What follows belongs to an exercise in optimizing a design on an open flow for small area; a production flow would make more cautious choices. Where RTL was checked, it was by simulation tests only, not by an equivalence proof against the original. Power is estimated from default activity; no workload was simulated.

Setup of north:
==> flow/design.v <==
module lab5 (input clk, SWO, input [15:0] IR_in, output logic [3:0] OPCODE, output logic [7:0] PC, alu_out, W_REG);
localparam logic [2:0] IF0 = 3'd0, ID = 3'd1, FD = 3'd2, EX = 3'd3, RWB = 3'd4, IF = 3'd5;
logic [2:0] state;
logic [3:0] OP, RA, RB, RD;
logic [7:0] A, B;
logic ph;
logic [7:0] S0 [0:7];
logic [7:0] S1 [0:7];
assign OP = IR_in[15:12];
assign RA = IR_in[11:8];
assign RB = IR_in[7:4];
assign RD = IR_in[3:0];
assign OPCODE = OP;
logic [7:0] ap, aq, asum;
logic [8:0] ac;
logic ge_s;
always_comb begin
  if (state == IF) begin
    ap = PC;
    aq = (OP == 4'd14 && ge_s) ? {4'b0, RD} : 8'd1;
    ac[0] = 1'b0;
  end else begin
    ap = (OP == 4'd7 || OP == 4'd8) ? B : A;
    case (OP)
      4'd3:    aq = {4'b0, RB};
      4'd4, 4'd14: aq = ~B;
      4'd7:    aq = 8'h00;
      4'd8:    aq = 8'hFF;
      default: aq = B;
    endcase
    ac[0] = (OP == 4'd4) || (OP == 4'd7) || (OP == 4'd14);
  end
  for (int i = 0; i < 8; i++) begin
    asum[i] = ap[i] ^ aq[i] ^ ac[i];
    ac[i+1] = (ap[i] & aq[i]) | (ap[i] & ac[i]) | (aq[i] & ac[i]);
  end
end
logic [7:0] mul;
always_comb begin
  logic [7:0] acc, row;
  logic c;
  acc = A & {8{B[0]}};
  for (int i = 1; i < 8; i++) begin
    row = (A << i) & {8{B[i]}};
    c = 1'b0;
    for (int j = i; j < 8; j++) begin
      logic s;
      s = acc[j] ^ row[j] ^ c;
      c = (acc[j] & row[j]) | (acc[j] & c) | (row[j] & c);
      acc[j] = s;
    end
  end
  mul = acc;
end
logic [7:0] quo;
always_comb begin
  logic [7:0] r, x, d;
  logic [8:0] c;
  logic bnz;
  r = 8'b0;
  for (int k = 7; k >= 0; k--) begin
    x = {r[6:0], A[k]};
    c[0] = 1'b1;
    for (int i = 0; i < 8 - k; i++) begin
      d[i] = x[i] ^ ~B[i] ^ c[i];
      c[i+1] = (x[i] & ~B[i]) | (x[i] & c[i]) | (~B[i] & c[i]);
    end
    quo[k] = c[8-k] && ((B >> (8 - k)) == 8'b0);
    r = 8'b0;
    for (int i = 0; i < 8 - k; i++) r[i] = quo[k] ? d[i] : x[i];
  end
  bnz = |B;
  quo = quo & {8{bnz}};
end
always_comb begin
  case (OP)
    4'd1:  alu_out = {RA, RB};
    4'd2, 4'd3, 4'd4, 4'd7, 4'd8: alu_out = asum;
    4'd5:  alu_out = mul;
    4'd6:  alu_out = quo;
    4'd9:  alu_out = ~(A | B);
    4'd10: alu_out = ~(A & B);
    4'd11: alu_out = A ^ B;
    4'd12: alu_out = ~B;
    default: alu_out = 8'b0;
  endcase
  if (state == IF) alu_out = W_REG;
end
logic wr;
assign wr = (state == EX || state == RWB) && (RD[0] != ph) && !(OP == 4'd13 || OP == 4'd14 || OP == 4'd15);
always_ff @(posedge clk) ge_s <= ac[8];
logic [7:0] pc_next;
assign pc_next = (OP == 4'd13) ? {RA, RB} : asum;
logic [7:0] rda, rdb;
always_comb begin
  rda = (RA[0] ^ ph) ? S1[RA[3:1]] : S0[RA[3:1]];
  rdb = (RB[0] ^ ph) ? S1[RB[3:1]] : S0[RB[3:1]];
end
always_ff @(posedge clk or posedge SWO) begin
  if (SWO) begin
    state <= IF0;
    PC <= 8'b0;
    W_REG <= 8'b0;
    A <= 8'b0;
    B <= 8'b0;
    ph <= 1'b0;
  end else begin
    W_REG <= alu_out;
    A <= rda;
    B <= rdb;
    ph <= ~ph;
    if (state == IF) PC <= pc_next;
    case (state)
      IF0, IF: state <= ID;
      ID:      state <= FD;
      FD:      state <= EX;
      EX:      state <= RWB;
      default: state <= (OP == 4'd0) ? RWB : IF;
    endcase
  end
end
always_ff @(posedge clk or posedge SWO) begin
  if (SWO) begin
    for (int m = 0; m < 8; m++) begin
      S0[m] <= 8'b0;
      S1[m] <= 8'b0;
    end
  end else begin
    for (int m = 0; m < 8; m++) begin
      S1[m] <= S0[m];
      S0[m] <= (wr && RD[3:1] == 3'(m)) ? W_REG : S1[m];
    end
  end
end
endmodule
Settings: LEC_CHECK=0, ABC_AREA=1, CAP_MARGIN=20, CORE_MARGIN=2, CORE_UTILIZATION=40, SLEW_MARGIN=20; clock period 17.0 ns.
standard.sh (not shown) runs the stock make flow with config.mk's settings and CLKGATE_MAP_FILE= SYNTH_SCRIPT=/design/flow/synth_recipe.tcl, a recipe that flattens the netlist after the stock synthesis.
==> flow/flow/run.sh <==
#!/bin/bash
# Own layout flow: the standard flow (standard.sh) with three changes.
#  - Synthesis maps the logic with an area-oriented ABC script (flow/abc_area.script)
#    and without Yosys's full-adder extraction; registers are mapped exactly as in the
#    standard synthesis (same script, same dfflibmap step).
#  - Port buffers use the smallest buffer cell.
#  - Clock tree synthesis uses small clock buffers and no dummy loads.
# Each make call's full output goes to a log file in the work folder.
set -euo pipefail
W=$PWD
rm -rf "$W/scripts_area"
cp -r "$FLOW_HOME/scripts" "$W/scripts_area"
cp "$W/flow/abc_area.script" "$W/scripts_area/abc_area.script"
KNOBS=(SCRIPTS_DIR="$W/scripts_area" ADDER_MAP_FILE= ABC_AREA=1
  BUFFER_PORTS_ARGS="-buffer_cell sky130_fd_sc_hd__buf_1"
  CTS_ARGS="-sink_clustering_enable -repair_clock_nets -dont_use_dummy_load -buf_list sky130_fd_sc_hd__clkbuf_8")
bash standard.sh "${KNOBS[@]}" synth > "$W/log_synth.txt" 2>&1
bash standard.sh "${KNOBS[@]}" finish > "$W/log_layout.txt" 2>&1
==> flow/flow/abc_area.script <==
strash
&get -n
&dch
&nf -R 1000
&put
topo
diff inputs: north => south
-- flow/design.v --
<<< north, line 1
module lab5 (input clk, SWO, input [15:0] IR_in, output logic [3:0] OPCODE, output logic [7:0] PC, alu_out, W_REG);
localparam logic [2:0] IF0 = 3'd0, ID = 3'd1, FD = 3'd2, EX = 3'd3, RWB = 3'd4, IF = 3'd5;
logic [2:0] state;
logic [3:0] OP, RA, RB, RD;
>>> south, line 1
module lab5 (input clk, SWO, input [15:0] IR_in, output logic [3:0] OPCODE, output logic [7:0] PC, alu_out, W_REG);
localparam logic [2:0] IF0 = 3'd0, ID = 3'd1, FD = 3'd2, EX = 3'd3, RWB = 3'd4, IF = 3'd5, ID0 = 3'd6;
logic [2:0] state;
logic [3:0] OP, RA, RB, RD;
<<< north, line 92
logic [7:0] pc_next;
assign pc_next = (OP == 4'd13) ? {RA, RB} : asum;
logic [7:0] rda, rdb;
always_comb begin
>>> south, line 92
logic [7:0] pc_next;
assign pc_next = (OP == 4'd13) ? {RA, RB} : asum;
logic clr;
assign clr = (state == IF0) || (state == ID0);
logic [7:0] rda, rdb;
always_comb begin
<<< north, line 107
  end else begin
    W_REG <= alu_out;
    A <= rda;
    B <= rdb;
    ph <= ~ph;
    if (state == IF) PC <= pc_next;
    case (state)
      IF0, IF: state <= ID;
      ID:      state <= FD;
      FD:      state <= EX;
      EX:      state <= RWB;
>>> south, line 109
  end else begin
    W_REG <= alu_out;
    A <= clr ? 8'b0 : rda;
    B <= clr ? 8'b0 : rdb;
    ph <= ~ph;
    if (state == IF) PC <= pc_next;
    case (state)
      IF0:     state <= ID0;
      IF:      state <= ID;
      ID, ID0: state <= FD;
      FD:      state <= EX;
      EX:      state <= RWB;
<<< north, line 120
  end
end
always_ff @(posedge clk or posedge SWO) begin
  if (SWO) begin
    for (int m = 0; m < 8; m++) begin
      S0[m] <= 8'b0;
      S1[m] <= 8'b0;
    end
  end else begin
    for (int m = 0; m < 8; m++) begin
      S1[m] <= S0[m];
      S0[m] <= (wr && RD[3:1] == 3'(m)) ? W_REG : S1[m];
    end
  end
end
>>> south, line 123
  end
end
always_ff @(posedge clk) begin
  for (int m = 0; m < 8; m++) begin
    S1[m] <= S0[m];
    S0[m] <= (wr && RD[3:1] == 3'(m)) ? W_REG : (clr ? 8'b0 : S1[m]);
  end
end
--- outcome ---
- south finished all stages; the layout is clean.
- Compared with north, in south fraction of power consumed by combinational cells dropped 0.7 points; length of routed met2 wiring dropped 6.1%.
- Compared with north, south instantiates a larger number of standard cells.
- south against north: synthesized cell count went up by 124, multi-input logic portion of the cell area went up by 4.8 points, time the final worst path needs with I/O delays and setup moved up, via count of the first global-routing pass decreased 48, HPWL after detailed placement ~0 delta.
- Relative to north, die outline height has decreased by 2.6% in south.
- Between north and south, the maximum cell stage delay along the critical path is higher for south.
- As of south, cell area had fallen by a few percent compared to north.
- south ends up with a clock skew that is 13 ps lower than in north.
- From north to south the numbers moved as follows: pre-CTS worst setup slack down 200 ps, mean instance size in the synthesized netlist down 16%.
Function was not checked in any run of this note: the RTL went through the layout flow alone.

========
Another version of the RTL of lab5 (not shown whole).
Size in the first run: roughly 930 cells after synthesis, ~170 flip-flops, ~46 I/O pins, about 8600 µm² of cells after synthesis.
==> module lab5, before the edit <==
module lab5 (input clk, SWO, input [15:0] IR_in, output logic [3:0] OPCODE, output logic [7:0] PC, alu_out, W_REG);
localparam logic [2:0] IF0 = 3'd0, ID = 3'd1, FD = 3'd2, EX = 3'd3, RWB = 3'd4, IF = 3'd5, ID0 = 3'd6;
logic [2:0] state;
logic [3:0] OP, RA, RB, RD;
logic [7:0] A, B;
logic ph;
logic [7:0] S0 [0:7];
logic [7:0] S1 [0:7];
assign OP = IR_in[15:12];
assign RA = IR_in[11:8];
assign RB = IR_in[7:4];
assign RD = IR_in[3:0];
assign OPCODE = OP;
logic [7:0] ap, aq, asum;
logic [8:0] ac;
logic ge_s;
always_comb begin
  if (state == IF) begin
    ap = PC;
    aq = (OP == 4'd14 && ge_s) ? {4'b0, RD} : 8'd1;
    ac[0] = 1'b0;
  end else begin
    ap = (OP == 4'd7 || OP == 4'd8) ? B : A;
    case (OP)
      4'd3:    aq = {4'b0, RB};
      4'd4, 4'd14: aq = ~B;
      4'd7:    aq = 8'h00;
      4'd8:    aq = 8'hFF;
      default: aq = B;
    endcase
    ac[0] = (OP == 4'd4) || (OP == 4'd7) || (OP == 4'd14);
  end
  for (int i = 0; i < 8; i++) begin
    asum[i] = ap[i] ^ aq[i] ^ ac[i];
    ac[i+1] = (ap[i] & aq[i]) | (ap[i] & ac[i]) | (aq[i] & ac[i]);
  end
end
logic [7:0] mul;
always_comb begin
  logic [7:0] acc, row;
  logic c;
  acc = A & {8{B[0]}};
  for (int i = 1; i < 8; i++) begin
    row = (A << i) & {8{B[i]}};
    c = 1'b0;
    for (int j = i; j < 8; j++) begin
      logic s;
      s = acc[j] ^ row[j] ^ c;
      c = (acc[j] & row[j]) | (acc[j] & c) | (row[j] & c);
      acc[j] = s;
    end
  end
  mul = acc;
end
logic [7:0] quo;
always_comb begin
  logic [7:0] r, x, d;
  logic [8:0] c;
  logic bnz;
  r = 8'b0;
  for (int k = 7; k >= 0; k--) begin
    x = {r[6:0], A[k]};
    c[0] = 1'b1;
    for (int i = 0; i < 8 - k; i++) begin
      d[i] = x[i] ^ ~B[i] ^ c[i];
      c[i+1] = (x[i] & ~B[i]) | (x[i] & c[i]) | (~B[i] & c[i]);
    end
    quo[k] = c[8-k] && ((B >> (8 - k)) == 8'b0);
    r = 8'b0;
    for (int i = 0; i < 8 - k; i++) r[i] = quo[k] ? d[i] : x[i];
  end
  bnz = |B;
  quo = quo & {8{bnz}};
end
always_comb begin
  case (OP)
    4'd1:  alu_out = {RA, RB};
    4'd2, 4'd3, 4'd4, 4'd7, 4'd8: alu_out = asum;
    4'd5:  alu_out = mul;
    4'd6:  alu_out = quo;
    4'd9:  alu_out = ~(A | B);
    4'd10: alu_out = ~(A & B);
    4'd11: alu_out = A ^ B;
    4'd12: alu_out = ~B;
    default: alu_out = 8'b0;
  endcase
  if (state == IF) alu_out = W_REG;
end
logic wr;
assign wr = (state == EX || state == RWB) && (RD[0] != ph) && !(OP == 4'd13 || OP == 4'd14 || OP == 4'd15);
always_ff @(posedge clk) ge_s <= ac[8];
logic [7:0] pc_next;
assign pc_next = (OP == 4'd13) ? {RA, RB} : asum;
logic clr;
assign clr = (state == IF0) || (state == ID0);
logic [7:0] rda, rdb;
always_comb begin
  rda = (RA[0] ^ ph) ? S1[RA[3:1]] : S0[RA[3:1]];
  rdb = (RB[0] ^ ph) ? S1[RB[3:1]] : S0[RB[3:1]];
end
always_ff @(posedge clk or posedge SWO) begin
  if (SWO) begin
    state <= IF0;
    PC <= 8'b0;
    W_REG <= 8'b0;
    A <= 8'b0;
    B <= 8'b0;
    ph <= 1'b0;
  end else begin
    W_REG <= alu_out;
    A <= clr ? 8'b0 : rda;
    B <= clr ? 8'b0 : rdb;
    ph <= ~ph;
    if (state == IF) PC <= pc_next;
    case (state)
      IF0:     state <= ID0;
      IF:      state <= ID;
      ID, ID0: state <= FD;
      FD:      state <= EX;
      EX:      state <= RWB;
      default: state <= (OP == 4'd0) ? RWB : IF;
    endcase
  end
end
logic [7:0] ld, hold;
always_comb
  for (int m = 0; m < 8; m++) begin
    ld[m] = wr && RD[3:1] == 3'(m);
    hold[m] = !ld[m] && !clr;
  end
always_ff @(posedge clk) begin
  for (int m = 0; m < 8; m++) begin
    S1[m] <= S0[m];
    S0[m] <= (W_REG & {8{ld[m]}}) | (S1[m] & {8{hold[m]}});
  end
end
endmodule
Settings: LEC_CHECK=0, ABC_AREA=1, CAP_MARGIN=20, CELL_PAD_IN_SITES_DETAIL_PLACEMENT=1, CELL_PAD_IN_SITES_GLOBAL_PLACEMENT=1, CORE_MARGIN=2, CORE_UTILIZATION=35, SLEW_MARGIN=20; clock period 17.0 ns.
==> flow/flow/abc_area.script <==
strash
dch -f
&get -n
&dch -f
&nf -R 1000
&put
topo
Scripts as last shown in full above: flow/flow/run.sh
Change:
--- a/flow/design.v
+++ b/flow/design.v
@@ -14,21 +14,27 @@
 logic [7:0] ap, aq, asum;
 logic [8:0] ac;
 logic ge_s;
+logic [7:0] div_x;
 always_comb begin
   if (state == IF) begin
     ap = PC;
     aq = (OP == 4'd14 && ge_s) ? {4'b0, RD} : 8'd1;
     ac[0] = 1'b0;
   end else begin
-    ap = (OP == 4'd7 || OP == 4'd8) ? B : A;
+    case (OP)
+      4'd5:    ap = A & {8{B[0]}};
+      4'd6:    ap = div_x;
+      4'd7:    ap = 8'h00;
+      4'd8:    ap = 8'hFF;
+      default: ap = A;
+    endcase
     case (OP)
       4'd3:    aq = {4'b0, RB};
-      4'd4, 4'd14: aq = ~B;
-      4'd7:    aq = 8'h00;
-      4'd8:    aq = 8'hFF;
+      4'd4, 4'd6, 4'd14: aq = ~B;
+      4'd5:    aq = (A << 1) & {8{B[1]}};
       default: aq = B;
     endcase
-    ac[0] = (OP == 4'd4) || (OP == 4'd7) || (OP == 4'd14);
+    ac[0] = (OP == 4'd4) || (OP == 4'd6) || (OP == 4'd7) || (OP == 4'd14);
   end
   for (int i = 0; i < 8; i++) begin
     asum[i] = ap[i] ^ aq[i] ^ ac[i];
@@ -39,8 +45,8 @@
 always_comb begin
   logic [7:0] acc, row;
   logic c;
-  acc = A & {8{B[0]}};
-  for (int i = 1; i < 8; i++) begin
+  acc = asum;
+  for (int i = 2; i < 8; i++) begin
     row = (A << i) & {8{B[i]}};
     c = 1'b0;
     for (int j = i; j < 8; j++) begin
@@ -58,7 +64,7 @@
   logic [8:0] c;
   logic bnz;
   r = 8'b0;
-  for (int k = 7; k >= 0; k--) begin
+  for (int k = 7; k >= 1; k--) begin
     x = {r[6:0], A[k]};
     c[0] = 1'b1;
     for (int i = 0; i < 8 - k; i++) begin
@@ -69,6 +75,8 @@
     r = 8'b0;
     for (int i = 0; i < 8 - k; i++) r[i] = quo[k] ? d[i] : x[i];
   end
+  div_x = {r[6:0], A[0]};
+  quo[0] = ac[8];
   bnz = |B;
   quo = quo & {8{bnz}};
 end
@@ -78,10 +86,10 @@
     4'd2, 4'd3, 4'd4, 4'd7, 4'd8: alu_out = asum;
     4'd5:  alu_out = mul;
     4'd6:  alu_out = quo;
-    4'd9:  alu_out = ~(A | B);
-    4'd10: alu_out = ~(A & B);
-    4'd11: alu_out = A ^ B;
-    4'd12: alu_out = ~B;
+    4'd9:  alu_out = ~(ap | aq);
+    4'd10: alu_out = ~(ap & aq);
+    4'd11: alu_out = ap ^ aq;
+    4'd12: alu_out = ~aq;
     default: alu_out = 8'b0;
   endcase
   if (state == IF) alu_out = W_REG;
The changed run completed without violations.
Total power climbs by 18%.
Area after synthesis drops by 2.8%.
Cell area climbs by 5.8%.
Register-to-register slack is worse by 0.54 ns.
Global-route usage climbs by 2.4 points.
Setup slack is worse by 0.53 ns.
Non-clock buffer count climbs by 48.
Final cell count climbs by 3.3%.
Synthesized cell count stays flat.
Wire length climbs by 6.5%.
Sequential share of layout area drops by 2.0 points.
Combinational power climbs by 32%.
Critical path depth climbs by 14.
The RTL of the second run of this note was laid out without a check of its function.

==> separate check: timing with driven ports <==
Ports are ideal in the flow. The routed layouts listed here were re-timed in OpenROAD. Step 1, drivers: a clkbuf_16 drives clk and a buf_2 each remaining input, both assumed. Step 2, shift: input delay + t, output delay - t, t = (earliest + latest rising clock arrival at the registers) / 2. This alone moves slack from input paths to output paths. a / b / c = no drivers / after step 1 / after step 2; a / b = the first two.
| run | t, ns | setup slack, ns | worst hold slack (ns) | worst setup path at the end | clock arrival spread, ns |
|---|---|---|---|---|---|
| north | 0.487 | 0.615 / 0.576 / 1.063 | 0.361 / 0.361 / 0.361 | register to output | 0.042 / 0.042 |
| south | 0.483 | 0.550 / 0.510 / 0.993 | 0.361 / 0.361 / 0.361 | register to output | 0.030 / 0.030 |
| the first run of note 2 | 0.489 | 1.205 / 1.162 / 1.651 | 0.322 / 0.322 / 0.322 | register to output | 0.044 / 0.044 |
| the second run of note 2 | 0.476 | 0.671 / 0.628 / 1.104 | 0.359 / 0.359 / 0.359 | register to output | 0.036 / 0.036 |
After both steps setup and hold are still met in every run listed.
